Background: an optimization exercise with open tools, aiming at small area, a short achievable clock period and few clock cycles. Do not read the settings as production practice. Where RTL was checked, it was by simulation tests only, not by an equivalence proof against the original. For run 8, only the layout was checked, not whether the RTL still works. No run shown here takes its clock network from TritonCTS; it comes from the design's own scripts or RTL. The flow treats the clock pin as an ideal source. Dropping or thinning the clock tree relies on that and would not hold on a real chip. No activity file was given, so power comes from the tool's default toggle rates.

**flow/config.mk**
```make
export PLATFORM = sky130hd
export DESIGN_NAME = LZ77_Encoder
export DESIGN_NICKNAME = LZ77_Encoder
export VERILOG_FILES = /design/flow/design.v
export SDC_FILE = /design/flow/constraint.sdc
export NUM_CORES = 8
export LEC_CHECK = 0
export CAP_MARGIN = 20
export CORE_MARGIN = 2
export CORE_UTILIZATION = 50
export PLACE_DENSITY = 0.6
export SLEW_MARGIN = 20
```
**flow/constraint.sdc**
```tcl
create_clock -name core_clock -period 10.0 [get_ports {clk}]
set_input_delay 2.0000 -clock core_clock [delete_from_list [all_inputs] [get_ports {clk}]]
set_output_delay 2.0000 -clock core_clock [all_outputs]
set_load 0.01 [all_outputs]
```
**flow/design.v**
```verilog
module LZ77_Encoder(clk,reset,chardata,valid,encode,finish,offset,match_len,char_nxt);
input               clk;
input               reset;
input       [7:0]   chardata;
output  reg         valid;
output              encode;
output  reg         finish;
output  reg [3:0]   offset;
output  reg [2:0]   match_len;
output      [7:0]   char_nxt;
reg  [7:0] hist [0:9];
reg  [3:0] age;
reg  [8:0] dead;
reg  [2:0] k;
integer j;
assign encode   = 1'b1;
assign char_nxt = hist[1];
reg  [8:0] hv;
always @(*) begin
    case (age)
        4'd0, 4'd1: hv = 9'b000000000;
        4'd2:       hv = 9'b000000001;
        4'd3:       hv = 9'b000000011;
        4'd4:       hv = 9'b000000111;
        4'd5:       hv = 9'b000001111;
        4'd6:       hv = 9'b000011111;
        4'd7:       hv = 9'b000111111;
        4'd8:       hv = 9'b001111111;
        4'd9:       hv = 9'b011111111;
        default:    hv = 9'b111111111;
    endcase
end
wire [8:0] eq;
genvar g;
generate
    for (g = 1; g <= 9; g = g + 1) begin : cmp
        assign eq[g-1] = hv[g-1] & (hist[0] == hist[g]);
    end
endgenerate
wire [8:0] nm   = ~dead & eq;
wire       emit = (nm == 9'd0) | (k == 3'd7);
wire       live = (age != 4'd0);
wire       last = live & (hist[0] == 8'h24);
reg  [3:0] best;
always @(*) begin
    best = 4'd0;
    for (j = 0; j < 9; j = j + 1)
        if (!dead[j]) best = j;
end
wire [2:0] k_inc = {k[2] ^ (k[1] & k[0]), k[1] ^ k[0], ~k[0]};
wire [3:0] age_inc = (age == 4'd10) ? age :
                     {age[3] ^ (age[2] & age[1] & age[0]), age[2] ^ (age[1] & age[0]),
                      age[1] ^ age[0], ~age[0]};
always @(posedge clk) begin
    hist[0] <= chardata;
    for (j = 1; j <= 9; j = j + 1)
        hist[j] <= hist[j-1];
    match_len <= k;
    offset    <= (k == 3'd0) ? 4'd0 : best;
    valid     <= ~reset & live & emit & ~finish;
    finish    <= ~reset & (finish | last);
end
always @(posedge clk or posedge reset) begin
    if (reset) begin
        age  <= 4'd0;
        dead <= 9'd0;
        k    <= 3'd0;
    end else begin
        age <= age_inc;
        if (emit) begin
            dead <= 9'd0;
            k    <= 3'd0;
        end else begin
            dead <= ~nm;
            k    <= k_inc;
        end
    end
end
endmodule
```
**flow/flow/run.sh**
```bash
#!/bin/bash
# Standard ORFS layout, except: small fast port buffers, a tighter setup repair
# target, and a hand-built one-level clock tree (flow/manual_cts.tcl) in place of TritonCTS.
set -euo pipefail
KNOBS=$(cat flow/knobs.txt)
eval bash standard.sh $KNOBS PRE_CTS_TCL=$PWD/flow/manual_cts.tcl finish > standard_flow.log 2>&1
```
**flow/flow/knobs.txt**
```
BUFFER_PORTS_ARGS='-buffer_cell sky130_fd_sc_hd__buf_2' MATCH_CELL_FOOTPRINT=0 SETUP_SLACK_MARGIN=0 MCTS_NBUF=4 MCTS_BUF=sky130_fd_sc_hd__clkbuf_16
```
**flow/flow/manual_cts.tcl**
```tcl
set nbuf $::env(MCTS_NBUF)
set bufm $::env(MCTS_BUF)
set block [ord::get_db_block]
set db [ord::get_db]
set master [$db findMaster $bufm]
set clknet [$block findNet clk]
set sinks [$clknet getITerms]
puts "manual_cts: [llength $sinks] clock sinks, $nbuf x $bufm"

set pts {}
foreach it $sinks {
  set bb [[$it getInst] getBBox]
  lappend pts [list [expr {([$bb xMin] + [$bb xMax]) / 2}] [expr {([$bb yMin] + [$bb yMax]) / 2}]]
}

proc mcts_cmp {axis a b} {
  global mcts_pts
  return [expr {[lindex $mcts_pts $a $axis] - [lindex $mcts_pts $b $axis]}]
}

proc mcts_bisect {ids levels} {
  global mcts_pts
  if {$levels == 0} { return [list $ids] }
  set xs [lsort -integer [lmap i $ids {lindex $mcts_pts $i 0}]]
  set ys [lsort -integer [lmap i $ids {lindex $mcts_pts $i 1}]]
  set axis [expr {([lindex $xs end] - [lindex $xs 0]) >= ([lindex $ys end] - [lindex $ys 0]) ? 0 : 1}]
  set sorted [lsort -command [list mcts_cmp $axis] $ids]
  set h [expr {[llength $sorted] / 2}]
  return [concat [mcts_bisect [lrange $sorted 0 [expr {$h - 1}]] [expr {$levels - 1}]] \
                 [mcts_bisect [lrange $sorted $h end] [expr {$levels - 1}]]]
}

set ::mcts_pts $pts
set ids {}
for {set i 0} {$i < [llength $pts]} {incr i} { lappend ids $i }
set levels [expr {int(round(log($nbuf) / log(2)))}]
set groups [mcts_bisect $ids $levels]

set c 0
foreach grp $groups {
  set inst [odb::dbInst_create $block $master "mcts_buf_$c"]
  set net [odb::dbNet_create $block "mcts_clk_$c"]
  $net setSigType CLOCK
  [$inst findITerm A] connect $clknet
  [$inst findITerm X] connect $net
  set sx 0; set sy 0
  foreach i $grp {
    set it [lindex $sinks $i]
    $it disconnect
    $it connect $net
    incr sx [lindex $pts $i 0]; incr sy [lindex $pts $i 1]
  }
  set k [llength $grp]
  set x [expr {$sx / $k - [$master getWidth] / 2}]
  set y [expr {$sy / $k - [$master getHeight] / 2}]
  $inst setLocation $x $y
  $inst setPlacementStatus PLACED
  puts "manual_cts: buffer $c at ($x, $y) drives $k sinks"
  incr c
}
$clknet setSigType CLOCK

# TritonCTS is not run.
rename clock_tree_synthesis orig_clock_tree_synthesis
proc clock_tree_synthesis {args} { puts "manual_cts: TritonCTS skipped" }
```
**flow/standard.sh**
```bash
#!/bin/bash
# synth_recipe.tcl (not shown) runs the flow's synth.tcl, then flattens the netlist and writes it again
# the make line also repeats each setting of config.mk as NAME=value (left out here)
make -C /OpenROAD-flow-scripts/flow DESIGN_CONFIG=/design/flow/config.mk WORK_HOME=/design/flow/orfs CLKGATE_MAP_FILE= SYNTH_SCRIPT=/design/flow/synth_recipe.tcl "${@:-finish}"
```
==> results of run 1 <==
==> power by group <==
part / leakage, nW / internal (W) / switching [W] / total, W
sequential: 0.960 / 0.000439 / 0.0000196 / 0.000459
combinational: 0.620 / 0.0000223 / 0.0000191 / 0.0000414
clock: 0.0493 / 0.0000737 / 0.000102 / 0.000175
==> through the flow <==
step                instance area, sq um  instances  hold slack (ns)
finish                              3850        411            0.354
global route                        3850        411            0.370
CTS                                 3850        411            0.353
detailed placement                  3750        407            0.353
global placement                    3750        407            0.352
floorplan                           3600        295            0.332
==> Yosys cell counts <==
master,count
a21boi_0,1
buf_2,1
nand4_1,6
inv_1,15
a21oi_1,5
a31oi_1,3
dfxtp_1,89
nor3_1,12
ha_1,8
o41ai_4,1
or4_4,1
and2_1,1
nand3_1,9
nand4b_4,1
o2111ai_1,1
dfrtp_1,16
nor4b_1,3
nor2b_1,6
xnor2_1,30
buf_4,2
nor2_1,9
nor3b_1,1
a41oi_1,1
o21ai_0,3
and3_1,1
xor2_1,44
or4_1,1
buf_6,7
nand2_1,9
nor4_4,1
a2111o_1,1
nor4_1,5
conb_1,1
==> cell type report <==
cell class / instances / area, sq um / share of cell area (%)
flip-flops and latches: 105 / 2180 / 56.6
multi-input cells: 165 / 1260 / 32.8
repair buffers: 26 / 130 / 3.38
well taps: 96 / 120 / 3.12
plain buffers: 4 / 100 / 2.60
inverters: 15 / 56.3 / 1.46
==> path summary, 6_finish.rpt <==
path                            start  depth (start not counted)           to
max                        hist[1][5]                          1  char_nxt[5]
min                        hist[4][0]                          0   hist[5][0]
max reg2reg                    age[1]                          8        valid
min reg2reg                hist[4][0]                          0   hist[5][0]
max in group asynchronous       reset                          2       age[3]
min in group asynchronous       reset                          2      dead[3]
==> registers in the layout (all words and copies together) (netlist names) <==
register and cells:
hist 80, dead 9, age 4, offset 4, k 3, match_len 3, finish 1, valid 1
==> kinds of logic (layout without fill, tap and decap cells) <==
family	Yosys count	in the layout	share of synthesized area, %
DFF	105	105	60.6
xor gates and xnor gates	74	74	18.0
and+or+nand+nor	66	66	10.8
buffers and inverters	25	45	4.31
AOI/OAI and AO/OA	16	16	3.41
adders and majority gates	8	8	2.78
other	1	1	0.104
==> per-layer routing <==
layer | share of wire, % | GRT usage [%] | vias to the layer above
li1 | - | - | 1001
met1 | 48 | 21.1 | 906
met2 | 47 | 28.0 | 29
met3 | 2.9 | 0.840 | 7
met4 | 1.8 | 2.20 | 0
met5 | 0 | 0 | -
==> results by group, run 1 <==
Route
  – Final wirelength: 5880 microns
  – DRC viols: 0
  – Drt first pass iters: 4
  – Detail Route Antenna Nets: 0
  – Initial drt markers: 60
  – Vias per cell: 4.73
  – WL per Instance: 14.3 microns
  – Vias: 1943

Run
  – Max cap viols: 0

Cells and area
  – Final core occ: 56.1%
  – Fillers: 598
  – Layout area overhead: 6.98%
  – Most frequent cells in the layout: dfxtp_1 (89), xor2_1 (44), xnor2_1 (30)
  – Layout net count: 335
  – Antenna Cells: 0
  – Share of cells above drive strength 1: 10.8%
  – Most common cell after layout, fill and taps aside: dfxtp_1

Timing
  – Fin. Hold Viols: 0
  – Setup violations, final: 0
  – Slew @ Worst Pin: 0.642 ns
  – Fmax: 373 MHz
  – Final min period: 2.68 ns
  – Final setup TNS: 0 ns
  – Fin Clk Skew: 0.0124 ns
  – Final Max Tran Viols: 0
  – Relative slew slack: 57.1%
  – Period Utilization, post-route: 26.8%
  – Worst Setup Slack, final: 7.32 ns
  – RSZ-0062 raised after global routing: false

CTS
  – Hold buffers post-CTS: 0
  – Worst skew pair latency: 0.16 ns
  – Postcts setup bufs: 0
  – Worst-path clk slew: 0.10 ns
  – Post-CTS Resized: 0

Worst setup path
  – CP Buf/Inv Count: 1
  – Critical path endpoint category: primary output
  – Worst path max stage delay: 0.38 ns
  – Crit-path leading delay family: flip-flops
  – Crit-path slowest cell: dfxtp_1
  – FF-to-FF setup slack: 7.62 ns
  – Worst Setup Start Kind: flop
  – Worst-path fanout max: 3
  – Crit path required time: 8.00 ns
  – Critical-path cell list: buf_2
  – Critical Path AT: 0.68 ns
  – Crit Path Class: reg -> out

Synth
  – Area leader, netlist: dfxtp_1
  – Syn_area_per_cell: 12.2 sq um
  – Post-Syn Area: 3600 sq um
  – Seq cells post-synth: 105
  – Cells after Synth: 295
  – Syn. warnings: 2
  – Seq/Total Area, Yosys: 60.6%
  – Area contributors post-synth: dfxtp_1 (49%), dfrtp_1 (11%), xor2_1 (11%)
  – Yosys top cell area share: 49.5%
  – Library cells used by synthesis: 33

Floorplanning
  – Die width: 88.9 microns
  – Num rows: 30
  – Core area: 6870 sq um
  – Top-Level Pins: 28
  – Starting Density: 52.4%
  – Die Span Y: 88.9 microns
  – Die footprint: 7900 sq um

Global routing
  – All-Layer GR Usage: 15.5%
  – Pin count of the biggest net entering global routing: 28
  – Initial antenna violation count: 0
  – Vias in the first global route: 1897
  – First-pass GRT wire length: 9440 microns
  – Grt ovf: 0

Pwr
  – Pwr Total: 0.000676 W
  – Static leakage: 1.63 nW
  – Max VDD drop: 0.137 mV
  – Pwr/cell area: 175 nW/um^2

Status
  – Outcome: complete, no violations

Placement
  – IO Port Bufs: 26
  – GPL Wtd Cong: 0.801
  – Detailed Place HPWL: 4510 microns
  – Place WS: 7.44 ns

Worst hold path
  – Hold Path Class: reg -> reg
Testbench counts, summed over its fixed seeds: cycles 49,224.
==> run 2: changes to the inputs <==
==> flow/flow/knobs.txt (replaced) <==
BUFFER_PORTS_ARGS='-buffer_cell sky130_fd_sc_hd__buf_2' MATCH_CELL_FOOTPRINT=0 SETUP_SLACK_MARGIN=7.0 MCTS_NBUF=4 MCTS_BUF=sky130_fd_sc_hd__clkbuf_16
==> run 2 against run 1 <==
Effect of this change: still clean on timing, DRC and antenna; critical path depth unchanged; largest cell class unchanged; cell area unchanged; sequential share of layout area unchanged; core utilization unchanged; sequential cell count unchanged; synthesized cell count unchanged; fmax unchanged; cell count unchanged.
==> results by group, run 2 <==
Worst setup path
  – Critical path endpoint category: primary output
  – Crit-path slowest cell: dfxtp_1
  – FF-to-FF setup slack: 7.62 ns
  – CP Buf/Inv Count: 1
  – Crit Path Class: reg -> out
  – Crit-path leading delay family: flip-flops
  – Worst Setup Start Kind: flop
  – Critical Path AT: 0.68 ns
  – Crit path required time: 8.00 ns
  – Worst path max stage delay: 0.38 ns
  – Critical-path cell list: buf_2
  – Worst-path fanout max: 3

Placement
  – Detailed Place HPWL: 4510 microns
  – Placed Area: 3750 sq um
  – IO Port Bufs: 26
  – GPL Wtd Cong: 0.801

Route
  – Final wirelength: 5880 microns
  – WL per Instance: 14.3 microns
  – Drt first pass iters: 4
  – Detail Route Antenna Nets: 0
  – Vias per cell: 4.73
  – Initial drt markers: 60
  – DRC viols: 0
  – Vias: 1943

Synth
  – Syn. warnings: 2
  – Most common cell in the netlist: dfxtp_1
  – Cells after Synth: 295
  – Yosys top cell area share: 49.5%
  – Post-Syn Area: 3600 sq um
  – Area leader, netlist: dfxtp_1
  – Area contributors post-synth: dfxtp_1 (49%), dfrtp_1 (11%), xor2_1 (11%)
  – Ys flop type: dfxtp_1
  – Library cells used by synthesis: 33
  – Seq cells post-synth: 105
  – Post-synth top cells: dfxtp_1 (89), xor2_1 (44), xnor2_1 (30)
  – EDFF count, synth: 0
  – Syn_area_per_cell: 12.2 sq um
  – Post-synth ARST share: 15.2%
  – Seq/Total Area, Yosys: 60.6%

Floorplanning
  – Num rows: 30
  – Top-Level Pins: 28
  – Core area: 6870 sq um
  – Starting Density: 52.4%
  – Die footprint: 7900 sq um
  – Die Span Y: 88.9 microns
  – Die width: 88.9 microns

CTS
  – Worst-path clk slew: 0.10 ns
  – Worst skew pair latency: 0.16 ns
  – Hold buffers post-CTS: 0
  – Postcts setup bufs: 0
  – Post-CTS Resized: 0

Cells and area
  – Layout net count: 335
  – Most flop-heavy register: hist
  – Largest registers: hist (80), dead (9)
  – Largest register FFs: 80
  – Most common cell after layout, fill and taps aside: dfxtp_1
  – Layout area overhead: 6.98%
  – Share of cells above drive strength 1: 10.8%
  – Antenna Cells: 0
  – Final instance area: 3850 sq um
  – Most frequent cells in the layout: dfxtp_1 (89), xor2_1 (44), xnor2_1 (30)

Pwr
  – Static leakage: 1.63 nW
  – Pwr/cell area: 175 nW/um^2
  – Max VDD drop: 0.137 mV

Timing
  – Fmax: 373 MHz
  – Setup violations, final: 0
  – Slew @ Worst Pin: 0.642 ns
  – Fin Clk Skew: 0.0124 ns
  – RSZ-0062 raised after global routing: false
  – Final min period: 2.68 ns
  – Fin. Hold Viols: 0
  – Period Utilization, post-route: 26.8%
  – Final Max Tran Viols: 0
  – Final setup TNS: 0 ns
  – Relative slew slack: 57.1%

Global routing
  – First-pass GRT wire length: 9440 microns
  – Vias in the first global route: 1897
  – Initial antenna violation count: 0
  – Grt ovf: 0
  – Pin count of the biggest net entering global routing: 28
  – Grt met3 use: 0.840%
  – M1 GR Usage: 21.1%
  – GR peak layer: met2
  – All-Layer GR Usage: 15.5%
  – GR Layer Usage met2: 28.0%

Status
  – Outcome: complete, no violations

Run
  – Max cap viols: 0

Worst hold path
  – Hold Path Class: reg -> reg
==> run 2: cell counts after synthesis <==
No cell type changed its count.
==> run 2: metal layers <==
| layer | up-vias | share of wire (%) |
|---|---|---|
| met5 | - | 0 |
| met1 | 906 | 48 |
| met3 | 7 | 2.9 |
| met4 | 0 | 1.8 |
| li1 | 1001 | - |
| met2 | 29 | 47 |
==> run 2: final timing paths <==
path	cells after the start	start	to
max in group asynchronous	2	reset	age[3]
hold / removal	0	hist[4][0]	hist[5][0]
min in group asynchronous	2	reset	dead[3]
hold reg to reg	0	hist[4][0]	hist[5][0]
setup reg to reg	8	age[1]	valid
setup / recovery	1	hist[1][5]	char_nxt[5]
==> run 2: power breakdown <==
| group | internal (W) | leakage, nW | switching (W) |
|---|---|---|---|
| sequential | 0.000439 | 0.960 | 0.0000196 |
| combinational | 0.0000223 | 0.620 | 0.0000191 |
| clock | 0.0000737 | 0.0493 | 0.000102 |
| total | 0.000535 | 1.63 | 0.000140 |
==> run 2: through the flow <==
stage               setup WS (ns)  hold WS (ns)  std cells  power (W)  util (%)
floorplan                    7.63         0.332        295   0.000500         -
global placement             7.50         0.352        407   0.000511      54.6
detailed placement           7.44         0.353        407   0.000512      54.6
CTS                          7.44         0.353        411   0.000648      56.1
global route                 7.27         0.370        411   0.000702      56.1
finish                       7.32         0.354        411   0.000676      56.1
==> run 2: layout make-up <==
| cell class | count | area [sq um] |
|---|---|---|
| plain buffers | 4 | 100 |
| fillers | 598 | 3020 |
| inverters | 15 | 56.3 |
| multi-input cells | 165 | 1260 |
| flip-flops and latches | 105 | 2180 |
| well taps | 96 | 120 |
| repair buffers | 26 | 130 |
==> run 2: logic make-up after synthesis <==
kind of cell	synth area share, %
flip-flops	60.6
XOR/XNOR	18.0
adder cells (fa/ha/maj)	2.78
AO/OA/AOI/OAI	3.41
other	0.104
buffers and inverters	4.31
AND/OR/NAND/NOR	10.8
==> run 3: changes to the inputs <==
==> flow/flow/knobs.txt (replaced) <==
BUFFER_PORTS_ARGS='-buffer_cell sky130_fd_sc_hd__buf_1' MATCH_CELL_FOOTPRINT=0 SETUP_SLACK_MARGIN=7.3 MCTS_NBUF=4 MCTS_BUF=sky130_fd_sc_hd__clkbuf_16
==> run 3 against run 2 <==
Effect of this change: clock power hardly changed; hold slack improved by 0.011 ns; combinational power fell by 1%; via count is 2.0% higher; sequential cell count did not move; still clean on timing, DRC and antenna; fmax rose by 0.59%; die area unchanged; sequential share of layout area is 0.48 points higher; cell count is the same.
==> results by group, run 3 <==
Worst setup path
  – Worst path max stage delay: 0.36 ns
  – Critical path endpoint category: primary output
  – CP Buf/Inv Count: 1
  – Crit Path Class: reg -> out
  – Critical Path Start: hist[1][5]
  – Worst-path fanout max: 3
  – Crit-path slowest cell: dfxtp_2
  – Crit-path leading delay family: flip-flops
  – Critical-path cell list: buf_1
  – Reg-to-Reg Start: age[1]
  – Worst Setup Start Kind: flop
  – Critical Path AT: 0.67 ns
  – Crit path required time: 8.00 ns

Floorplanning
  – Top-Level Pins: 28
  – Die width: 88.9 microns
  – Num rows: 30
  – Die footprint: 7900 sq um
  – Die Span Y: 88.9 microns
  – Core area: 6870 sq um
  – Starting Density: 52.4%

Synth
  – Most common cell in the netlist: dfxtp_1
  – Post-Syn Area: 3600 sq um
  – EDFF count, synth: 0
  – Ys flop type: dfxtp_1
  – Syn. warnings: 2
  – Post-synth ARST share: 15.2%
  – Seq/Total Area, Yosys: 60.6%
  – Area contributors post-synth: dfxtp_1 (49%), dfrtp_1 (11%), xor2_1 (11%)
  – Syn_area_per_cell: 12.2 sq um
  – Area leader, netlist: dfxtp_1
  – Seq cells post-synth: 105
  – Post-synth top cells: dfxtp_1 (89), xor2_1 (44), xnor2_1 (30)
  – Cells after Synth: 295
  – Yosys top cell area share: 49.5%
  – Library cells used by synthesis: 33

Cells and area
  – Layout area overhead: 6.64%
  – FF+latch area: 2190 sq um
  – Antenna Cells: 0
  – Final instance count without filler cells: 411
  – Multi-input logic area: 1260 sq um
  – Layout net count: 335
  – Most common cell after layout, fill and taps aside: dfxtp_1
  – Largest register FFs: 80
  – Most flop-heavy register: hist
  – Share of cells above drive strength 1: 7.62%
  – Fillers: 627
  – Final core occ: 55.9%
  – Largest registers: hist (80), dead (9)
  – Most frequent cells in the layout: dfxtp_1 (80), xor2_1 (44), xnor2_1 (30)

Route
  – Drt first pass iters: 4
  – WL per Instance: 14.4 microns
  – Vias per cell: 4.82
  – DRC viols: 0
  – Detail Route Antenna Nets: 0
  – Final wirelength: 5930 microns
  – Vias: 1982
  – Initial drt markers: 50

Timing
  – Final min period: 2.67 ns
  – Fmax: 375 MHz
  – Relative slew slack: 55.5%
  – Worst Setup Slack, final: 7.33 ns
  – Fin. Hold Viols: 0
  – RSZ-0062 raised after global routing: true
  – Fin Clk Skew: 0.00953 ns
  – Period Utilization, post-route: 26.7%
  – Slew @ Worst Pin: 0.666 ns
  – Final setup TNS: 0 ns
  – Setup violations, final: 0
  – Final Max Tran Viols: 0

Global routing
  – Vias in the first global route: 1897
  – All-Layer GR Usage: 15.5%
  – Grt ovf: 0
  – Initial antenna violation count: 0
  – First-pass GRT wire length: 9390 microns
  – Pin count of the biggest net entering global routing: 28

Pwr
  – Static leakage: 1.57 nW
  – Internal: 0.000535 W
  – NetSw: 0.000140 W
  – Pwr/cell area: 176 nW/um^2
  – Max VDD drop: 0.137 mV
  – Gate power share: 6.0%
  – Sw Share: 20.8%
  – Sequential cell fraction of total power: 68.1%
  – Clock share of power: 25.9%

Placement
  – Place WS: 7.47 ns
  – IO Port Bufs: 26
  – GPL Wtd Cong: 0.745
  – Detailed Place HPWL: 4450 microns
  – Placed cells: 407

Status
  – Outcome: complete, no violations

CTS
  – Hold buffers post-CTS: 0
  – Worst skew pair latency: 0.16 ns
  – Post-CTS Resized: 0
  – Postcts setup bufs: 0
  – Worst-path clk slew: 0.09 ns

Run
  – Max cap viols: 0

Worst hold path
  – Hold Path Class: reg -> reg
  – Hold Crit Start: hist[5][2]
[run 3: worst paths after layout]
kind	end	slack (ns)	cells after the start
worst max-delay path	char_nxt[5]	7.33	1
worst min-delay path	hist[6][2]	0.37	0
worst max register to register	valid	7.53	8
worst min register to register	hist[6][2]	0.37	0
max in group asynchronous	age[2]	7.70	2
min in group asynchronous	k[0]	1.90	2
[run 3: kinds of logic (layout without fill, tap and decap cells)]
| kind of cell | count (synthesis) | after routing | share of synthesized area (%) |
|---|---|---|---|
| DFF | 105 | 105 | 60.6 |
| xor gates and xnor gates | 74 | 74 | 18.0 |
| and+or+nand+nor | 66 | 66 | 10.8 |
| buffers and inverters | 25 | 45 | 4.31 |
| AOI/OAI and AO/OA | 16 | 16 | 3.41 |
| adders and majority gates | 8 | 8 | 2.78 |
| other | 1 | 1 | 0.104 |
[run 3: final cells by class]
cell class	instances	area share [%]
sequential	105	57.1
multi-input combinational	165	32.9
tap	96	3.13
timing repair buffer	26	2.77
buffer	4	2.61
inverter	15	1.47
[run 3: layer usage]
metal | share of wire (%) | GRT usage, % | vias up
met5 | 0 | 0 | -
met4 | 1.0 | 1.24 | 0
met3 | 3.4 | 1.40 | 6
met2 | 48 | 28.3 | 37
met1 | 48 | 20.8 | 933
li1 | - | - | 1006
[run 3: through the flow]
stage | total power [W] | instance area, sq um | hold WS [ns]
6_report | 0.000675 | 3840 | 0.366
5_1_grt | 0.000700 | 3840 | 0.370
4_1_cts | 0.000647 | 3820 | 0.354
3_5_place_dp | 0.000511 | 3720 | 0.354
3_3_place_gp | 0.000510 | 3720 | 0.352
2_1_floorplan | 0.000500 | 3600 | 0.332
[run 3: power groups by stage]
stage | Sequential (W) | Clock [W] | Combinational, W
2_1_floorplan | 0.000460 | 0 | 0.0000394
3_3_place_gp | 0.000469 | 0 | 0.0000409
3_5_place_dp | 0.000469 | 0 | 0.0000412
4_1_cts | 0.000470 | 0.000136 | 0.0000416
5_1_grt | 0.000463 | 0.000191 | 0.0000462
6_report | 0.000459 | 0.000175 | 0.0000408
==> run 4: changes to the inputs <==
==> flow/flow/knobs.txt (replaced) <==
BUFFER_PORTS_ARGS='-buffer_cell sky130_fd_sc_hd__buf_2' MATCH_CELL_FOOTPRINT=0 SETUP_SLACK_MARGIN=7.3 MCTS_NBUF=4 MCTS_BUF=sky130_fd_sc_hd__clkbuf_16
==> run 4 against run 3 <==
Effect of this change: still clean; fmax rose by 0.85%; clock power barely moved; core utilization rose by 0.35 points; synthesized cell count did not move; sequential power barely moved; via count fell by 2.2%; clock skew rose by 0.0032 ns; first-iteration DRC count fell by 2.0%; largest cell class unchanged.
==> results by group, run 4 <==
CTS
  – Worst skew pair latency: 0.16 ns
  – Postcts setup bufs: 0
  – Worst-path clk slew: 0.10 ns

Placement
  – Detailed Place HPWL: 4510 microns
  – IO Port Bufs: 26
  – Placed Area: 3750 sq um
  – GPL Wtd Cong: 0.801

Synth
  – Syn_area_per_cell: 12.2 sq um
  – Complex-gate fraction of the synthesized area: 3.41%
  – Area contributors post-synth: dfxtp_1 (49%), dfrtp_1 (11%), xor2_1 (11%)
  – Post-synth top cells: dfxtp_1 (89), xor2_1 (44), xnor2_1 (30)
  – EDFF count, synth: 0
  – Syn. warnings: 2
  – Xor/xnor share of the synthesized area: 18.0%
  – Cells after Synth: 295
  – Post-Synth Simple-Gate Area: 10.8%
  – Ys flop type: dfxtp_1
  – Seq/Total Area, Yosys: 60.6%
  – Area leader, netlist: dfxtp_1
  – Synth Area in Adders: 2.78%
  – Yosys top cell area share: 49.5%
  – Largest family of logic cells by synthesized area: XOR/XNOR gates
  – Post-synth ARST share: 15.2%
  – Seq cells post-synth: 105
  – Post-Syn Area: 3600 sq um
  – Most common cell in the netlist: dfxtp_1
  – Post-synthesis mux area share: 0%
  – Library cells used by synthesis: 33

Cells and area
  – Layout area overhead: 7.30%
  – Layout net count: 335
  – Share of cells above drive strength 1: 13.7%
  – Antenna Cells: 0
  – Final core occ: 56.2%
  – Final instance area: 3860 sq um
  – Most flop-heavy register: hist
  – Fillers: 595
  – Largest register FFs: 80
  – Most frequent cells in the layout: dfxtp_1 (80), xor2_1 (44), xnor2_1 (30)
  – Most common cell after layout, fill and taps aside: dfxtp_1
  – Largest registers: hist (80), dead (9)

Worst setup path
  – Worst path max stage delay: 0.36 ns
  – Critical-path cell list: buf_2
  – Crit Path Class: reg -> out
  – Crit-path slowest cell: dfxtp_2
  – CP Buf/Inv Count: 1
  – Critical path endpoint category: primary output
  – Crit path required time: 8.00 ns
  – Crit-path leading delay family: flip-flops
  – Critical Path AT: 0.65 ns
  – Worst Setup Start Kind: flop
  – Worst-path fanout max: 3

Floorplanning
  – Top-Level Pins: 28
  – Core area: 6870 sq um
  – Die Span Y: 88.9 microns
  – Num rows: 30
  – Die width: 88.9 microns
  – Starting Density: 52.4%
  – Die footprint: 7900 sq um

Pwr
  – Pwr/cell area: 175 nW/um^2
  – Max VDD drop: 0.136 mV
  – Static leakage: 1.63 nW

Global routing
  – Vias in the first global route: 1897
  – First-pass GRT wire length: 9440 microns
  – All-Layer GR Usage: 15.5%
  – Pin count of the biggest net entering global routing: 28
  – Grt ovf: 0
  – Initial antenna violation count: 0

Run
  – Max cap viols: 0

Route
  – Initial drt markers: 49
  – Drt first pass iters: 4
  – Vias per cell: 4.72
  – WL per Instance: 14.4 microns
  – Final wirelength: 5930 microns
  – Vias: 1939
  – Detail Route Antenna Nets: 0
  – DRC viols: 0

Timing
  – Relative slew slack: 57.1%
  – Setup violations, final: 0
  – Final setup TNS: 0 ns
  – Fin Clk Skew: 0.0127 ns
  – Period Utilization, post-route: 26.5%
  – Fmax: 378 MHz
  – Fin. Hold Viols: 0
  – Slew @ Worst Pin: 0.642 ns
  – RSZ-0062 raised after global routing: false
  – Worst hold slack: 0.353 ns
  – Final Max Tran Viols: 0
  – Final min period: 2.65 ns

Status
  – Outcome: complete, no violations

Worst hold path
  – Hold Path Class: reg -> reg
## run 4: final cells by class
class | count | area [sq um] | share of cell area (%)
Buffer | 4 | 100 | 2.59
Sequential cell | 105 | 2190 | 56.8
Inverter | 15 | 56.3 | 1.46
Multi-Input combinational cell | 165 | 1260 | 32.7
Timing Repair Buffer | 26 | 130 | 3.37
Tap cell | 96 | 120 | 3.11
## run 4: worst paths after layout
check | from | endpoint | slack, ns | cells after the start
min | hist[4][0] | hist[5][0] | 0.35 | 0
max in group asynchronous | reset | age[3] | 7.66 | 2
min in group asynchronous | reset | dead[3] | 1.93 | 2
max | hist[1][5] | char_nxt[5] | 7.35 | 1
max reg2reg | age[1] | valid | 7.64 | 8
min reg2reg | hist[4][0] | hist[5][0] | 0.35 | 0
## run 4: cell families after synthesis
| kind of cell | count (synthesis) |
|---|---|
| flops | 105 |
| simple gates | 66 |
| fa+ha+maj | 8 |
| compound gates | 16 |
| other cells | 1 |
| buf+inv | 25 |
| xor+xnor | 74 |
## run 4: metrics by stage
stage,worst slack [ns],power [W],instances
after floorplan,7.63,0.000500,295
after global placement,7.50,0.000511,407
after detailed placement,7.44,0.000512,407
after CTS,7.44,0.000648,411
after global routing,7.32,0.000703,411
final,7.35,0.000676,411
## run 4: power breakdown
group / total (W) / switching, W / internal, W / leakage (nW)
Clock: 0.000175 / 0.000101 / 0.0000737 / 0.0493
Combinational: 0.0000418 / 0.0000195 / 0.0000223 / 0.620
Sequential: 0.000459 / 0.0000196 / 0.000440 / 0.960
## run 4: repair_timing
item / CTS / global route
setup endpoints to repair: 0 / 9
resized for setup: 0 / 9
hold buffers: 0 / 0
## run 4: per-layer routing
metal / up-vias / GRT usage, % / routed length [microns]
met5: - / 0 / 0
met4: 0 / 2.20 / 154
met3: 9 / 0.840 / 156
met2: 29 / 28.0 / 2770
met1: 903 / 21.1 / 2840
li1: 998 / - / -
==> run 5: changes to the inputs <==
==> flow/flow/knobs.txt (replaced) <==
BUFFER_PORTS_ARGS='-buffer_cell sky130_fd_sc_hd__buf_2' MATCH_CELL_FOOTPRINT=0 SETUP_SLACK_MARGIN=7.3 MCTS_NBUF=4 MCTS_BUF=sky130_fd_sc_hd__buf_12
--- a/flow/flow/manual_cts.tcl
+++ b/flow/flow/manual_cts.tcl
@@ -19,14 +19,15 @@
 }
 
-proc mcts_bisect {ids levels} {
+proc mcts_bisect {ids parts} {
   global mcts_pts
-  if {$levels == 0} { return [list $ids] }
+  if {$parts == 1} { return [list $ids] }
   set xs [lsort -integer [lmap i $ids {lindex $mcts_pts $i 0}]]
   set ys [lsort -integer [lmap i $ids {lindex $mcts_pts $i 1}]]
   set axis [expr {([lindex $xs end] - [lindex $xs 0]) >= ([lindex $ys end] - [lindex $ys 0]) ? 0 : 1}]
   set sorted [lsort -command [list mcts_cmp $axis] $ids]
-  set h [expr {[llength $sorted] / 2}]
-  return [concat [mcts_bisect [lrange $sorted 0 [expr {$h - 1}]] [expr {$levels - 1}]] \
-                 [mcts_bisect [lrange $sorted $h end] [expr {$levels - 1}]]]
+  set p1 [expr {$parts / 2}]
+  set h [expr {([llength $sorted] * $p1 + $parts / 2) / $parts}]
+  return [concat [mcts_bisect [lrange $sorted 0 [expr {$h - 1}]] $p1] \
+                 [mcts_bisect [lrange $sorted $h end] [expr {$parts - $p1}]]]
 }
 
@@ -34,6 +35,5 @@
 set ids {}
 for {set i 0} {$i < [llength $pts]} {incr i} { lappend ids $i }
-set levels [expr {int(round(log($nbuf) / log(2)))}]
-set groups [mcts_bisect $ids $levels]
+set groups [mcts_bisect $ids $nbuf]
 
 set c 0
==> run 5 against run 4 <==
Effect of this change: cell count unchanged; clock power decreased by 6%; synthesized cell count unchanged; critical path depth unchanged; clock skew decreased by 0.0069 ns; register-to-register slack got worse by 0.02 ns; sequential power about the same; sequential share of layout area increased by 0.18 points; core utilization decreased by 0.44 points; via count decreased by 0.10%.
==> results by group, run 5 <==
Synth
  – Post-synth top cells: dfxtp_1 (89), xor2_1 (44), xnor2_1 (30)
  – Complex-gate fraction of the synthesized area: 3.41%
  – Area contributors post-synth: dfxtp_1 (49%), dfrtp_1 (11%), xor2_1 (11%)
  – Cells after Synth: 295
  – Ys flop type: dfxtp_1
  – Xor/xnor share of the synthesized area: 18.0%
  – Syn. warnings: 2
  – Library cells used by synthesis: 33
  – Most common cell in the netlist: dfxtp_1
  – Post-Synth Simple-Gate Area: 10.8%
  – Post-Syn Area: 3600 sq um
  – Area leader, netlist: dfxtp_1
  – EDFF count, synth: 0
  – Synth Area in Adders: 2.78%
  – Post-synthesis mux area share: 0%
  – Post-synth ARST share: 15.2%
  – Seq/Total Area, Yosys: 60.6%
  – Seq cells post-synth: 105
  – Yosys top cell area share: 49.5%
  – Largest family of logic cells by synthesized area: XOR/XNOR gates
  – Syn_area_per_cell: 12.2 sq um

Cells and area
  – Layout net count: 335
  – Share of cells above drive strength 1: 11.1%
  – Layout area overhead: 6.46%
  – Fillers: 604
  – Multi-input logic area: 1260 sq um
  – Final instance count without filler cells: 411
  – Most flop-heavy register: hist
  – Most frequent cells in the layout: dfxtp_1 (88), xor2_1 (44), xnor2_1 (30)
  – Final core occ: 55.8%
  – Largest register FFs: 80
  – Antenna Cells: 0
  – Most common cell after layout, fill and taps aside: dfxtp_1
  – Largest registers: hist (80), dead (9)
  – FF+latch area: 2180 sq um

Global routing
  – First-pass GRT wire length: 9450 microns
  – Vias in the first global route: 1893
  – Initial antenna violation count: 0
  – All-Layer GR Usage: 15.5%
  – Grt ovf: 0
  – Pin count of the biggest net entering global routing: 28

Timing
  – Final min period: 2.66 ns
  – Worst Setup Slack, final: 7.34 ns
  – Slew @ Worst Pin: 0.645 ns
  – Relative slew slack: 56.9%
  – RSZ-0062 raised after global routing: false
  – Period Utilization, post-route: 26.6%
  – Final setup TNS: 0 ns
  – Fmax: 376 MHz
  – Fin. Hold Viols: 0
  – Final Max Tran Viols: 0
  – Fin Clk Skew: 0.00585 ns
  – Worst hold slack: 0.365 ns
  – Setup violations, final: 0

Worst setup path
  – Critical path endpoint category: primary output
  – CP Buf/Inv Count: 1
  – Crit-path leading delay family: flip-flops
  – Critical-path cell list: buf_2
  – Critical path depth: 1
  – Worst path max stage delay: 0.38 ns
  – Worst Setup Start Kind: flop
  – Worst-path fanout max: 3
  – Cells on worst reg2reg path: 8
  – Critical Path AT: 0.66 ns
  – Crit-path slowest cell: dfxtp_1
  – Crit path required time: 8.00 ns
  – Crit Path Class: reg -> out

Pwr
  – Max VDD drop: 0.126 mV
  – Static leakage: 1.62 nW
  – Pwr/cell area: 174 nW/um^2

Placement
  – Placed cells: 407
  – GPL Wtd Cong: 0.801
  – Detailed Place HPWL: 4510 microns
  – IO Port Bufs: 26
  – Place WS: 7.44 ns

Route
  – Vias per cell: 4.71
  – Final wirelength: 5870 microns
  – Vias: 1937
  – Drt first pass iters: 4
  – Detail Route Antenna Nets: 0
  – Initial drt markers: 63
  – DRC viols: 0
  – WL per Instance: 14.3 microns

Floorplanning
  – Die Span Y: 88.9 microns
  – Die width: 88.9 microns
  – Core area: 6870 sq um
  – Die footprint: 7900 sq um
  – Num rows: 30
  – Starting Density: 52.4%
  – Top-Level Pins: 28

Status
  – Outcome: complete, no violations

Worst hold path
  – Hold Path Class: reg -> reg
  – Hold path cells: 0

CTS
  – Worst skew pair latency: 0.13 ns
  – Postcts setup bufs: 0
  – Worst-path clk slew: 0.10 ns

Run
  – Max cap viols: 0
[run 5: cells by family (layout without fill, tap and decap cells)]
group	count (synthesis)	after routing
fa+ha+maj	8	8
compound gates	16	16
xor+xnor	74	74
buf+inv	25	45
flops	105	105
simple gates	66	66
other cells	1	1
[run 5: repair_timing]
| action | 4_1_cts | 5_1_grt |
|---|---|---|
| endpoints found under the setup margin | 0 | 1 |
| gates resized for setup | 0 | 1 |
| hold buffers | 0 | 0 |
[run 5: where the power goes]
part	internal [W]	total, W	leakage [nW]	switching, W
sequential	0.000439	0.000459	0.960	0.0000196
combinational	0.0000223	0.0000414	0.620	0.0000191
clock	0.0000652	0.000165	0.0376	0.000100
[run 5: worst paths after layout]
kind	end	start	slack, ns
setup reg to reg	valid	age[1]	7.62
hold reg to reg	hist[8][2]	hist[7][2]	0.37
hold / removal	hist[8][2]	hist[7][2]	0.37
min in group asynchronous	dead[0]	reset	1.96
setup / recovery	char_nxt[3]	hist[1][3]	7.34
max in group asynchronous	age[3]	reset	7.64
[run 5: layout make-up]
cell class              count  area share (%)
flip-flops and latches    105            57.0
multi-input cells         165            33.0
repair buffers             26            3.39
well taps                  96            3.13
plain buffers               4            2.09
inverters                  15            1.47
[run 5: stage by stage]
step	cell area, sq um	total power, W
floorplan	3600	0.000500
global placement	3750	0.000511
detailed placement	3750	0.000512
CTS	3830	0.000640
global route	3830	0.000693
finish	3830	0.000666
[run 5: metal layers]
| metal | GRT usage (%) | wire (microns) |
|---|---|---|
| met2 | 28.0 | 2820 |
| met5 | 0 | 0 |
| met1 | 21.0 | 2800 |
| met4 | 1.24 | 59 |
| met3 | 1.40 | 191 |
==> run 6: changes to the inputs <==
==> flow/flow/knobs.txt (replaced) <==
BUFFER_PORTS_ARGS='-buffer_cell sky130_fd_sc_hd__buf_2' MATCH_CELL_FOOTPRINT=0 SETUP_SLACK_MARGIN=7.3 MCTS_NBUF=3 MCTS_BUF=sky130_fd_sc_hd__clkbuf_16
==> run 6 against run 5 <==
Effect of this change: global-route usage barely moved; die area did not move; worst setup slack got worse by 0.013 ns; cell area rose by 0.88%.
==> results by group, run 6 <==
Status
  – Outcome: complete, no violations

Worst setup path
  – Crit Path Class: reg -> out
  – Reg-to-Reg Start: age[1]
  – Crit-path leading delay family: flip-flops
  – CP Buf/Inv Count: 1
  – Crit-path slowest cell: dfxtp_2
  – Critical Path AT: 0.67 ns
  – Worst Setup Start Kind: flop
  – Crit path required time: 8.00 ns
  – Worst path max stage delay: 0.37 ns
  – Worst-path fanout max: 3
  – Critical-path cell list: buf_2
  – Critical path endpoint category: primary output
  – Critical Path Start: hist[1][0]
  – FF-to-FF setup slack: 7.62 ns

Synth
  – Ys flop type: dfxtp_1
  – Most common cell in the netlist: dfxtp_1
  – Area contributors post-synth: dfxtp_1 (49%), dfrtp_1 (11%), xor2_1 (11%)
  – Syn. warnings: 2
  – Yosys top cell area share: 49.5%
  – Area leader, netlist: dfxtp_1
  – Seq/Total Area, Yosys: 60.6%
  – Library cells used by synthesis: 33
  – Seq cells post-synth: 105
  – Post-Syn Area: 3600 sq um
  – Syn_area_per_cell: 12.2 sq um
  – EDFF count, synth: 0
  – Post-synth ARST share: 15.2%
  – Post-synth top cells: dfxtp_1 (89), xor2_1 (44), xnor2_1 (30)
  – Cells after Synth: 295

Cells and area
  – Fillers: 600
  – Antenna Cells: 0
  – Layout area overhead: 7.40%
  – Multi-input logic area: 1260 sq um
  – Most common cell after layout, fill and taps aside: dfxtp_1
  – Most frequent cells in the layout: dfxtp_1 (80), xor2_1 (44), xnor2_1 (30)
  – Final core occ: 56.3%
  – FF+latch area: 2190 sq um
  – Most flop-heavy register: hist
  – Layout net count: 337
  – Largest registers: hist (80), dead (9)
  – Share of cells above drive strength 1: 14.2%
  – Largest register FFs: 80

Timing
  – Slew @ Worst Pin: 0.644 ns
  – Fmax: 374 MHz
  – Relative slew slack: 57.0%
  – Final Max Tran Viols: 0
  – Final min period: 2.67 ns
  – Fin. Hold Viols: 0
  – Final setup TNS: 0 ns
  – Fin Clk Skew: 0.00863 ns
  – Setup violations, final: 0
  – RSZ-0062 raised after global routing: true
  – Period Utilization, post-route: 26.7%

Floorplanning
  – Top-Level Pins: 28
  – Die width: 88.9 microns
  – Core area: 6870 sq um
  – Die Span Y: 88.9 microns
  – Num rows: 30
  – Starting Density: 52.4%
  – Die footprint: 7900 sq um

Route
  – Vias per cell: 4.71
  – Vias: 1947
  – DRC viols: 0
  – Final wirelength: 5870 microns
  – Drt first pass iters: 4
  – Detail Route Antenna Nets: 0
  – Initial drt markers: 72
  – WL per Instance: 14.2 microns

CTS
  – Worst skew pair latency: 0.18 ns
  – Worst-path clk slew: 0.12 ns

Global routing
  – Grt ovf: 0
  – Initial antenna violation count: 0
  – Vias in the first global route: 1886
  – Pin count of the biggest net entering global routing: 36
  – First-pass GRT wire length: 9440 microns
  – All-Layer GR Usage: 15.5%

Pwr
  – Sequential cell fraction of total power: 69.8%
  – Pwr/cell area: 170 nW/um^2
  – Gate power share: 6.5%
  – Static leakage: 1.63 nW
  – NetSw: 0.000139 W
  – Sw Share: 21.1%
  – Max VDD drop: 0.128 mV
  – Internal: 0.000520 W
  – Clock share of power: 23.8%

Run
  – Max cap viols: 0

Worst hold path
  – Hold Path Class: reg -> reg
  – Hold Crit Start: hist[4][1]

Placement
  – GPL Wtd Cong: 0.801
  – IO Port Bufs: 26
  – Detailed Place HPWL: 4510 microns
## run 6: cell counts after synthesis
No cell type changed its count.
## run 6: through the flow
step	hold slack, ns	worst slack, ns	power, W	std cells	area [sq um]
floorplan	0.332	7.63	0.000500	295	3600
global placement	0.352	7.50	0.000511	407	3750
detailed placement	0.353	7.44	0.000512	407	3750
CTS	0.353	7.44	0.000630	410	3830
global route	0.374	7.29	0.000687	413	3870
finish	0.369	7.33	0.000659	413	3870
## run 6: area by class of cell
cell class                 instances  area share (%)
timing repair buffer              29            4.11
sequential                       105            56.7
multi-input combinational        165            32.7
tap                               96            3.11
inverter                          15            1.46
buffer                             3            1.94
## run 6: logic make-up after synthesis
kind of cell | Yosys count | share of synthesized area (%)
AOI/OAI and AO/OA | 16 | 3.41
adders and majority gates | 8 | 2.78
and+or+nand+nor | 66 | 10.8
xor gates and xnor gates | 74 | 18.0
buffers and inverters | 25 | 4.31
other | 1 | 0.104
DFF | 105 | 60.6
## run 6: path summary, 6_finish.rpt
check	end	cells after the start
worst max-delay path	char_nxt[0]	1
worst min-delay path	hist[5][1]	0
worst max register to register	valid	8
worst min register to register	hist[5][1]	0
max in group asynchronous	age[2]	2
min in group asynchronous	dead[3]	2
## run 6: power groups by stage
stage / clock, W / sequential, W / combinational, W
floorplan: 0 / 0.000460 / 0.0000394
CTS: 0.000119 / 0.000469 / 0.0000427
global placement: 0 / 0.000468 / 0.0000420
global route: 0.000176 / 0.000463 / 0.0000479
detailed placement: 0 / 0.000469 / 0.0000425
finish: 0.000156 / 0.000459 / 0.0000427
## run 6: what timing repair did
| item | in CTS | in global routing |
|---|---|---|
| setup buffers | 0 | 3 |
| setup endpoints to repair | 0 | 9 |
| resized for setup | 0 | 10 |
| hold buffers | 0 | 0 |
## run 6: metal layers
layer  GRT usage, %  vias to the layer above  routed length [microns]
li1               -                     1001                        -
met1           21.3                      916                     2850
met2           28.0                       26                     2810
met3          0.840                        4                      145
met4           1.38                        0                       63
met5              0                        -                        0
==> run 7: changes to the inputs <==
==> flow/flow/knobs.txt (replaced) <==
BUFFER_PORTS_ARGS='-buffer_cell sky130_fd_sc_hd__buf_2' MATCH_CELL_FOOTPRINT=0 SETUP_SLACK_MARGIN=7.3 MCTS_NBUF=4 MCTS_BUF=sky130_fd_sc_hd__clkbuf_16
--- a/flow/config.mk
+++ b/flow/config.mk
@@ -8,5 +8,5 @@
 export CAP_MARGIN = 20
 export CORE_MARGIN = 2
-export CORE_UTILIZATION = 50
-export PLACE_DENSITY = 0.6
+export CORE_UTILIZATION = 70
+export PLACE_DENSITY = 0.75
 export SLEW_MARGIN = 20
==> run 7 against run 6 <==
Effect of this change: still clean; combinational power decreased by 2%; sequential power about the same; synthesized cell count unchanged; first-iteration DRC count increased by 17%; sequential cell count unchanged; critical path type unchanged.
==> results by group, run 7 <==
Worst hold path
  – Hold Crit Start: hist[8][5]
  – Hold path cells: 0
  – Hold path endpoint: hist[9][5]
  – Hold Path Class: reg -> reg

Placement
  – GPL Wtd Cong: 0.869
  – Placed cells: 381
  – IO Port Bufs: 26
  – Detailed Place HPWL: 4260 microns

Cells and area
  – Layout area overhead: 6.29%
  – Most common cell after layout, fill and taps aside: dfxtp_1
  – Layout net count: 335
  – Largest registers: hist (80), dead (9)
  – Share of cells above drive strength 1: 12.7%
  – Largest register FFs: 80
  – Antenna Cells: 0
  – Final instance count without filler cells: 385
  – Most flop-heavy register: hist
  – Most frequent cells in the layout: dfxtp_1 (83), xor2_1 (44), xnor2_1 (30)

Worst setup path
  – Worst path max stage delay: 0.37 ns
  – Crit Path Class: reg -> out
  – Cells on worst reg2reg path: 8
  – Worst-path fanout max: 3
  – Crit-path leading delay family: flip-flops
  – Critical Path AT: 0.67 ns
  – FF-to-FF setup slack: 7.67 ns
  – Critical-path cell list: buf_2
  – CP Buf/Inv Count: 1
  – Reg2reg end: valid
  – Reg-to-Reg Start: age[1]
  – Worst Setup Start Kind: flop
  – Critical path endpoint category: primary output
  – Crit-path slowest cell: dfxtp_1
  – Crit path required time: 8.00 ns

Synth
  – Cells after Synth: 295
  – Post-synth top cells: dfxtp_1 (89), xor2_1 (44), xnor2_1 (30)
  – EDFF count, synth: 0
  – Area contributors post-synth: dfxtp_1 (49%), dfrtp_1 (11%), xor2_1 (11%)
  – Yosys top cell area share: 49.5%
  – Most common cell in the netlist: dfxtp_1
  – Post-synth ARST share: 15.2%
  – Ys flop type: dfxtp_1
  – Seq cells post-synth: 105
  – Syn. warnings: 2
  – Seq/Total Area, Yosys: 60.6%
  – Post-Syn Area: 3600 sq um
  – Library cells used by synthesis: 33
  – Syn_area_per_cell: 12.2 sq um
  – Area leader, netlist: dfxtp_1

Timing
  – Final Max Tran Viols: 0
  – Relative slew slack: 57.4%
  – Fin. Hold Viols: 0
  – Period Utilization, post-route: 26.7%
  – Fmax: 375 MHz
  – Final setup TNS: 0 ns
  – Setup violations, final: 0
  – Fin Clk Skew: 0.0109 ns
  – RSZ-0062 raised after global routing: false
  – Worst hold slack: 0.364 ns
  – Final min period: 2.67 ns
  – Slew @ Worst Pin: 0.638 ns

CTS
  – Hold buffers post-CTS: 0
  – Worst skew pair latency: 0.16 ns
  – Postcts setup bufs: 0
  – Worst-path clk slew: 0.09 ns

Pwr
  – Static leakage: 1.63 nW
  – Max VDD drop: 0.195 mV
  – Pwr/cell area: 176 nW/um^2

Route
  – DR WL met3: 204 microns
  – Vias: 1961
  – Uppermost layer routed: met4
  – Final wirelength: 5590 microns
  – Vias per cell: 5.09
  – Detail Route Antenna Nets: 0
  – WL per Instance: 14.5 microns
  – Drt first pass iters: 4
  – DRC viols: 0
  – Initial drt markers: 84
  – Met2 WL: 2790 microns
  – DRT met1 WL: 2540 microns

Floorplanning
  – Die footprint: 5730 sq um
  – Core area: 5040 sq um
  – Top-Level Pins: 28
  – Starting Density: 71.4%
  – Die Span Y: 75.7 microns
  – Num rows: 26
  – Die width: 75.7 microns

Global routing
  – All-Layer GR Usage: 20.5%
  – Pin count of the biggest net entering global routing: 28
  – Grt ovf: 0
  – Vias in the first global route: 1880
  – First-pass GRT wire length: 8880 microns
  – Initial antenna violation count: 0

Run
  – Max cap viols: 0

Status
  – Outcome: complete, no violations
-- run 7: cell counts after synthesis --
Identical to the previous run, type by type.
-- run 7: worst reg2reg max path: stages (launching register included) --
cell and delay (ns):
dfrtp_1 0.47, inv_1 0.13, ha_1 0.18, inv_1 0.09, o2111ai_1 0.18, nor3_1 0.11
nand4b_4 0.21, o41ai_4 0.66, and3_1 0.25
-- run 7: cell families (layout without fill, tap and decap cells) --
family                   after synthesis  after routing  synth area share [%]
flip-flops                           105            105                  60.6
buffers and inverters                 25             45                  4.31
AO/OA/AOI/OAI                         16             16                  3.41
adder cells (fa/ha/maj)                8              8                  2.78
other                                  1              1                 0.104
XOR/XNOR                              74             74                  18.0
AND/OR/NAND/NOR                       66             66                  10.8
-- run 7: repair_timing --
item                                    4_1_cts  5_1_grt
endpoints found under the setup margin        0        6
resized for setup                             0        6
endpoints found under the hold margin         0        0
-- run 7: layout make-up --
cell class              instances  area [sq um]
plain buffers                   4           100
fillers                       335          1210
inverters                      15          56.3
multi-input cells             165          1260
flip-flops and latches        105          2190
well taps                      70          87.6
repair buffers                 26           130
-- run 7: per-layer routing --
layer  vias up  track usage (%)
li1        995                -
met1       928             27.6
met2        32             38.0
met3         6             1.59
met4         0             1.36
met5         -                0
-- run 7: worst max-delay path by stage --
| stage | start | to | slack [ns] | cells after the start |
|---|---|---|---|---|
| 2_1_floorplan | hist[1][0] | char_nxt[0] | 7.63 | 0 |
| 3_3_place_gp | reset | k[1] | 7.45 | 2 |
| 3_5_place_dp | reset | dead[6] | 7.45 | 2 |
| 4_1_cts | reset | dead[6] | 7.44 | 2 |
| 5_1_grt | hist[1][6] | char_nxt[6] | 7.31 | 1 |
| 6_report | hist[1][3] | char_nxt[3] | 7.33 | 1 |
-- run 7: through the flow --
stage	instance area (sq um)	utilization [%]	setup WS, ns	total power (W)
final	3830	75.9	7.33	0.000673
after global routing	3830	75.9	7.31	0.000699
after CTS	3820	75.8	7.44	0.000648
after detailed placement	3720	73.8	7.45	0.000511
after global placement	3720	73.8	7.45	0.000509
after floorplan	3600	-	7.63	0.000500
-- run 7: power breakdown --
part	switching, W	leakage [nW]	internal (W)
clock	0.0000982	0.0493	0.0000735
sequential	0.0000197	0.960	0.000440
combinational	0.0000196	0.620	0.0000223
==> run 8: changes to the inputs <==
--- a/flow/design.v
+++ b/flow/design.v
@@ -62,17 +62,16 @@
 end
 always @(posedge clk or posedge reset) begin
-    if (reset) begin
-        age  <= 4'd0;
+    if (reset)
+        age <= 4'd0;
+    else
+        age <= age_inc;
+end
+always @(posedge clk) begin
+    if (emit) begin
         dead <= 9'd0;
         k    <= 3'd0;
     end else begin
-        age <= age_inc;
-        if (emit) begin
-            dead <= 9'd0;
-            k    <= 3'd0;
-        end else begin
-            dead <= ~nm;
-            k    <= k_inc;
-        end
+        dead <= ~nm;
+        k    <= k_inc;
     end
 end
==> flow/flow/knobs.txt (replaced) <==
BUFFER_PORTS_ARGS='-buffer_cell sky130_fd_sc_hd__buf_2' MATCH_CELL_FOOTPRINT=0 SETUP_SLACK_MARGIN=7.3 MCTS_NBUF=4 MCTS_BUF=sky130_fd_sc_hd__buf_12
--- a/flow/config.mk
+++ b/flow/config.mk
@@ -8,5 +8,5 @@
 export CAP_MARGIN = 20
 export CORE_MARGIN = 2
-export CORE_UTILIZATION = 70
-export PLACE_DENSITY = 0.75
+export CORE_UTILIZATION = 50
+export PLACE_DENSITY = 0.6
 export SLEW_MARGIN = 20
==> run 8 against run 7 <==
Effect of this change: worst setup slack improved by 0.013 ns; largest power group unchanged; power fell by 0.92%; clock power fell by 3%; highest routed layer unchanged; sequential power barely moved; critical endpoint is now char_nxt[4].
==> results by group, run 8 <==
Synth
  – Area contributors post-synth: dfxtp_1 (57%), xnor2_1 (10%), xor2_1 (7.4%)
  – Post-synth top cells: dfxtp_1 (101), xnor2_1 (41), xor2_1 (30)
  – Area leader, netlist: dfxtp_1
  – Library cells used by synthesis: 35
  – Ys flop type: dfxtp_1
  – Seq cells post-synth: 105
  – Syn. warnings: 2
  – Most common cell in the netlist: dfxtp_1
  – Post-Syn Area: 3540 sq um
  – Cells after Synth: 292
  – Syn_area_per_cell: 12.1 sq um
  – Post-synth ARST share: 3.81%
  – Seq/Total Area, Yosys: 59.9%
  – EDFF count, synth: 0
  – Yosys top cell area share: 57.1%

Global routing
  – All-Layer GR Usage: 15.3%
  – Grt ovf: 0
  – First-pass GRT wire length: 9370 microns
  – Vias in the first global route: 1889
  – Initial antenna violation count: 0
  – Pin count of the biggest net entering global routing: 28

Floorplanning
  – Core area: 6830 sq um
  – Die footprint: 7770 sq um
  – Top-Level Pins: 28
  – Die Span Y: 88.2 microns
  – Die width: 88.2 microns
  – Starting Density: 51.8%
  – Num rows: 30

Worst setup path
  – Reg-to-Reg Start: age[1]
  – Crit Path Class: reg -> out
  – FF-to-FF setup slack: 7.48 ns
  – Crit-path slowest cell: dfxtp_1
  – Worst path max stage delay: 0.38 ns
  – CP Buf/Inv Count: 1
  – Critical Path AT: 0.66 ns
  – Crit-path leading delay family: flip-flops
  – Worst-path fanout max: 3
  – Reg2reg end: valid
  – Critical-path cell list: buf_2
  – Crit path required time: 8.00 ns
  – Worst Setup Start Kind: flop
  – Critical path endpoint category: primary output
  – Cells on worst reg2reg path: 7

Cells and area
  – FF+latch area: 2120 sq um
  – Multi-input logic area: 1250 sq um
  – Most frequent cells in the layout: dfxtp_1 (99), xnor2_1 (41), xor2_1 (30)
  – Largest registers: hist (80), dead (9)
  – Antenna Cells: 0
  – Most common cell after layout, fill and taps aside: dfxtp_1
  – Fillers: 634
  – Layout net count: 331
  – Layout area overhead: 6.18%
  – Most flop-heavy register: hist
  – Largest register FFs: 80
  – Share of cells above drive strength 1: 12.9%

Timing
  – Slew @ Worst Pin: 0.908 ns
  – Fin Clk Skew: 0.00617 ns
  – Fmax: 377 MHz
  – Fin. Hold Viols: 0
  – RSZ-0062 raised after global routing: false
  – Relative slew slack: 38.9%
  – Final Max Tran Viols: 0
  – Period Utilization, post-route: 26.6%
  – Setup violations, final: 0
  – Final setup TNS: 0 ns
  – Final min period: 2.66 ns

Route
  – Drt first pass iters: 4
  – Vias: 1936
  – Detail Route Antenna Nets: 0
  – DRC viols: 0
  – Initial drt markers: 41
  – WL per Instance: 14.3 microns
  – Final wirelength: 5830 microns
  – Vias per cell: 4.76

CTS
  – Worst-path clk slew: 0.10 ns
  – Worst skew pair latency: 0.13 ns
  – Hold buffers post-CTS: 0

Pwr
  – Pwr Total: 0.000667 W
  – Gate power share: 6.2%
  – Sequential cell fraction of total power: 68.8%
  – NetSw: 0.000139 W
  – Pwr/cell area: 177 nW/um^2
  – Clock share of power: 24.9%
  – Sw Share: 20.8%
  – Static leakage: 1.52 nW
  – Max VDD drop: 0.141 mV
  – Internal: 0.000528 W

Placement
  – Detailed Place HPWL: 4430 microns
  – GPL Wtd Cong: 0.748
  – IO Port Bufs: 26

Status
  – Outcome: complete, no violations

Run
  – Max cap viols: 0

Worst hold path
  – Hold Crit Start: hist[4][0]
  – Hold path cells: 0
  – Hold Path Class: reg -> reg
  – Hold path endpoint: hist[5][0]
[run 8: changes by cell type in the layout (fill, tap and decap cells not counted), sizes merged, moves of 2 or more]
cell,previous run,this run
xor2,44,30
nor4,6,4
nor3,12,7
dfrtp,16,4
a21oi,5,3
nand4,6,8
buf,26,30
clkbuf,4,0
xnor2,30,43
dfxtp,89,101
nor2b,6,9
nand2,9,7
[run 8: final cells by class]
type	count	share of cell area (%)
plain buffers	4	2.13
inverters	14	1.40
multi-input cells	162	33.3
flip-flops and latches	105	56.5
well taps	96	3.19
repair buffers	26	3.46
[run 8: metrics by stage]
stage	hold WS [ns]	util, %	worst slack [ns]	cell area (sq um)	cells
floorplan	0.331	-	7.63	3540	292
global route	0.373	55.1	7.30	3760	407
finish	0.363	55.1	7.34	3760	407
global placement	0.350	53.8	7.46	3680	403
detailed placement	0.345	53.8	7.47	3680	403
CTS	0.344	55.0	7.47	3760	407
[run 8: timing repair]
item	CTS	global route
buffers inserted	0	0
endpoints found under the setup margin	0	2
endpoints found under the hold margin	0	0
gates resized for setup	0	2
[run 8: worst max-delay path by stage]
stage	from	endpoint	slack [ns]	cells after the start
2_1_floorplan	hist[1][0]	char_nxt[0]	7.63	0
3_5_place_dp	age[1]	valid	7.47	7
6_report	hist[1][4]	char_nxt[4]	7.34	1
3_3_place_gp	hist[1][7]	char_nxt[7]	7.46	1
4_1_cts	age[1]	valid	7.47	7
5_1_grt	hist[1][4]	char_nxt[4]	7.30	1
[run 8: power groups by stage]
stage / Clock [W] / Sequential, W / Combinational, W
floorplan: 0 / 0.000460 / 0.0000401
detailed placement: 0 / 0.000469 / 0.0000423
global placement: 0 / 0.000468 / 0.0000422
finish: 0.000166 / 0.000459 / 0.0000415
CTS: 0.000129 / 0.000469 / 0.0000426
global route: 0.000183 / 0.000462 / 0.0000467
[run 8: layer usage]
layer	share of wire (%)	track usage [%]
met3	3.2	1.13
met4	2.1	2.89
met2	47	27.3
met5	0	0
met1	48	20.7
[run 8: kinds of logic after synthesis]
| group | after synthesis | share of synthesized area [%] |
|---|---|---|
| and+or+nand+nor | 65 | 10.6 |
| adders and majority gates | 8 | 2.83 |
| xor gates and xnor gates | 73 | 18.5 |
| DFF | 105 | 59.9 |
| other | 1 | 0.106 |
| buffers and inverters | 25 | 4.70 |
| AOI/OAI and AO/OA | 15 | 3.36 |
==> run 9: changes to the inputs <==
==> flow/design.v (replaced) <==
module LZ77_Encoder(clk,reset,chardata,valid,encode,finish,offset,match_len,char_nxt);
input               clk;
input               reset;
input       [7:0]   chardata;
output  reg         valid;
output              encode;
output  reg         finish;
output  reg [3:0]   offset;
output  reg [2:0]   match_len;
output      [7:0]   char_nxt;
reg  [7:0] hist [0:9];
reg  [8:0] dead;
reg  [2:0] k;
integer j;
assign encode   = 1'b1;
assign char_nxt = hist[1];
reg  [9:0] hv;
wire [8:0] eq;
genvar g;
generate
    for (g = 1; g <= 9; g = g + 1) begin : cmp
        assign eq[g-1] = hv[g] & (hist[0] == hist[g]);
    end
endgenerate
wire [8:0] nm   = ~dead & eq;
wire       emit = (nm == 9'd0) | (k == 3'd7);
wire       live = hv[0];
wire       last = live & (hist[0] == 8'h24);
reg  [3:0] best;
always @(*) begin
    best = 4'd0;
    for (j = 0; j < 9; j = j + 1)
        if (!dead[j]) best = j;
end
wire [2:0] k_inc = {k[2] ^ (k[1] & k[0]), k[1] ^ k[0], ~k[0]};
always @(posedge clk) begin
    hist[0] <= chardata;
    for (j = 1; j <= 9; j = j + 1)
        hist[j] <= hist[j-1];
    match_len <= k;
    offset    <= (k == 3'd0) ? 4'd0 : best;
    valid     <= ~reset & live & emit & ~finish;
    finish    <= ~reset & (finish | last);
end
always @(posedge clk or posedge reset) begin
    if (reset)
        hv <= 10'd0;
    else
        hv <= {hv[8:0], 1'b1};
end
always @(posedge clk) begin
    if (emit) begin
        dead <= 9'd0;
        k    <= 3'd0;
    end else begin
        dead <= ~nm;
        k    <= k_inc;
    end
end
endmodule
==> run 9 against run 8 <==
Effect of this change: critical path type unchanged; first-iteration DRC count rose by 110%; clock power rose by 2%; critical endpoint is now finish; sequential power rose by 5.4%.
==> results by group, run 9 <==
Route
  – Final wirelength: 5760 microns
  – Drt first pass iters: 4
  – DRC viols: 0
  – WL per Instance: 14.4 microns
  – Initial drt markers: 85
  – Met2 WL: 2800 microns
  – DR WL met3: 202 microns
  – DRT met1 WL: 2660 microns
  – Vias: 1866
  – Detail Route Antenna Nets: 0

Synth
  – Seq/Total Area, Yosys: 65.1%
  – Post-Synth Simple-Gate Area: 10.1%
  – EDFF count, synth: 0
  – Ys flop type: dfxtp_1
  – Library cells used by synthesis: 32
  – Syn_area_per_cell: 12.3 sq um
  – Cells after Synth: 283
  – Complex-gate fraction of the synthesized area: 3.12%
  – Post-synth top cells: dfxtp_1 (101), xnor2_1 (48), xor2_1 (21)
  – Synth Area in Adders: 1.07%
  – Largest family of logic cells by synthesized area: XOR/XNOR gates
  – Post-synth ARST share: 9.01%
  – Xor/xnor share of the synthesized area: 17.3%
  – Area contributors post-synth: dfxtp_1 (58%), xnor2_1 (12%), dfrtp_1 (7.2%)
  – Area leader, netlist: dfxtp_1
  – Post-Syn Area: 3490 sq um
  – Post-synthesis mux area share: 0%

Pwr
  – Pwr Total: 0.000695 W
  – NetSw: 0.000143 W
  – Sw Share: 20.5%
  – Gate power share: 6.0%
  – Clock share of power: 24.4%
  – Static leakage: 1.52 nW

Global routing
  – Grt ovf: 0
  – First-pass GRT wire length: 9090 microns
  – All-Layer GR Usage: 15.2%
  – Initial antenna violation count: 0
  – Vias in the first global route: 1772

Cells and area
  – Most frequent cells in the layout: dfxtp_1 (95), xnor2_1 (48), buf_2 (26)
  – Most common cell after layout, fill and taps aside: dfxtp_1
  – Layout area overhead: 7.85%
  – Layout net count: 320
  – Most flop-heavy register: hist
  – Antenna Cells: 0
  – Share of cells above drive strength 1: 12.8%

Worst hold path
  – Hold Path Class: reg -> reg

Floorplanning
  – Die width: 87.6 microns
  – Die Span Y: 87.6 microns
  – Top-Level Pins: 28
  – Starting Density: 51.4%
  – Core area: 6790 sq um
  – Num rows: 30

CTS
  – Worst skew pair latency: 0.14 ns

Placement
  – Placed Area: 3680 sq um
  – IO Port Bufs: 26
  – Place WS: 7.51 ns
  – Detailed Place HPWL: 4420 microns

Timing
  – Relative slew slack: 47.6%
  – Setup violations, final: 0
  – Worst Setup Slack, final: 7.35 ns
  – Period Utilization, post-route: 26.5%
  – Final min period: 2.65 ns
  – Fmax: 377 MHz
  – Fin. Hold Viols: 0

Worst setup path
  – CP Buf/Inv Count: 1
  – Critical path endpoint category: primary output
  – Crit path required time: 8.00 ns
  – Crit-path leading delay family: flip-flops
  – Crit Path Class: reg -> out

Status
  – Outcome: complete, no violations

Run
  – Max cap viols: 0
run 9: path summary, 6_finish.rpt:
kind	slack, ns	startpoint	endpoint	cells past startpoint
worst max-delay path	7.35	finish	finish	1
worst min-delay path	0.36	hist[5][1]	hist[6][1]	0
worst max register to register	7.51	hist[0][5]	valid	6
worst min register to register	0.36	hist[5][1]	hist[6][1]	0
max in group asynchronous	7.84	reset	hv[3]	2
min in group asynchronous	1.86	reset	hv[9]	2
run 9: repair_timing:
| action | 4_1_cts | 5_1_grt |
|---|---|---|
| gates resized for setup | 0 | 6 |
| setup endpoints to repair | 0 | 6 |
| buffers inserted | 0 | 0 |
run 9: kinds of logic after synthesis:
logic type	after synthesis
AOI/OAI and AO/OA	13
xor gates and xnor gates	69
DFF	111
adders and majority gates	3
and+or+nand+nor	65
buffers and inverters	21
other	1
run 9: final cells by class:
type	instances	area (sq um)
Buffer	4	80.1
Sequential cell	111	2280
Tap cell	96	120
Inverter	12	45.0
Timing Repair Buffer	26	130
Fill cell	609	3030
Multi-Input combinational cell	152	1110
run 9: per-layer routing:
| layer | global-route usage [%] | vias to the layer above |
|---|---|---|
| met5 | 0 | - |
| met3 | 1.32 | 8 |
| li1 | - | 960 |
| met1 | 20.8 | 855 |
| met4 | 2.38 | 0 |
| met2 | 27.0 | 43 |
run 9: power groups by stage:
| stage | Sequential [W] | Combinational, W | Clock (W) |
|---|---|---|---|
| after floorplan | 0.000485 | 0.0000380 | 0 |
| after global placement | 0.000493 | 0.0000433 | 0 |
| after detailed placement | 0.000494 | 0.0000427 | 0 |
| after CTS | 0.000494 | 0.0000429 | 0.000132 |
| after global routing | 0.000487 | 0.0000468 | 0.000188 |
| final | 0.000484 | 0.0000416 | 0.000170 |
run 9: through the flow:
stage	hold WS, ns	instances	utilization (%)
after global routing	0.369	401	55.4
final	0.362	401	55.4
after floorplan	0.331	284	-
after global placement	0.345	397	54.1
after CTS	0.353	401	55.3
after detailed placement	0.353	397	54.1
Testbench counts of run 9, summed over its fixed seeds: cycles 49,224.

Check on run 9: ideal ports give 7.346 ns setup slack; a clkbuf_16 on the clock port and buf_2 on the inputs give 7.264 ns; moving port delays by the midpoint clock arrival (0.217 ns) as well gives 7.481 ns.
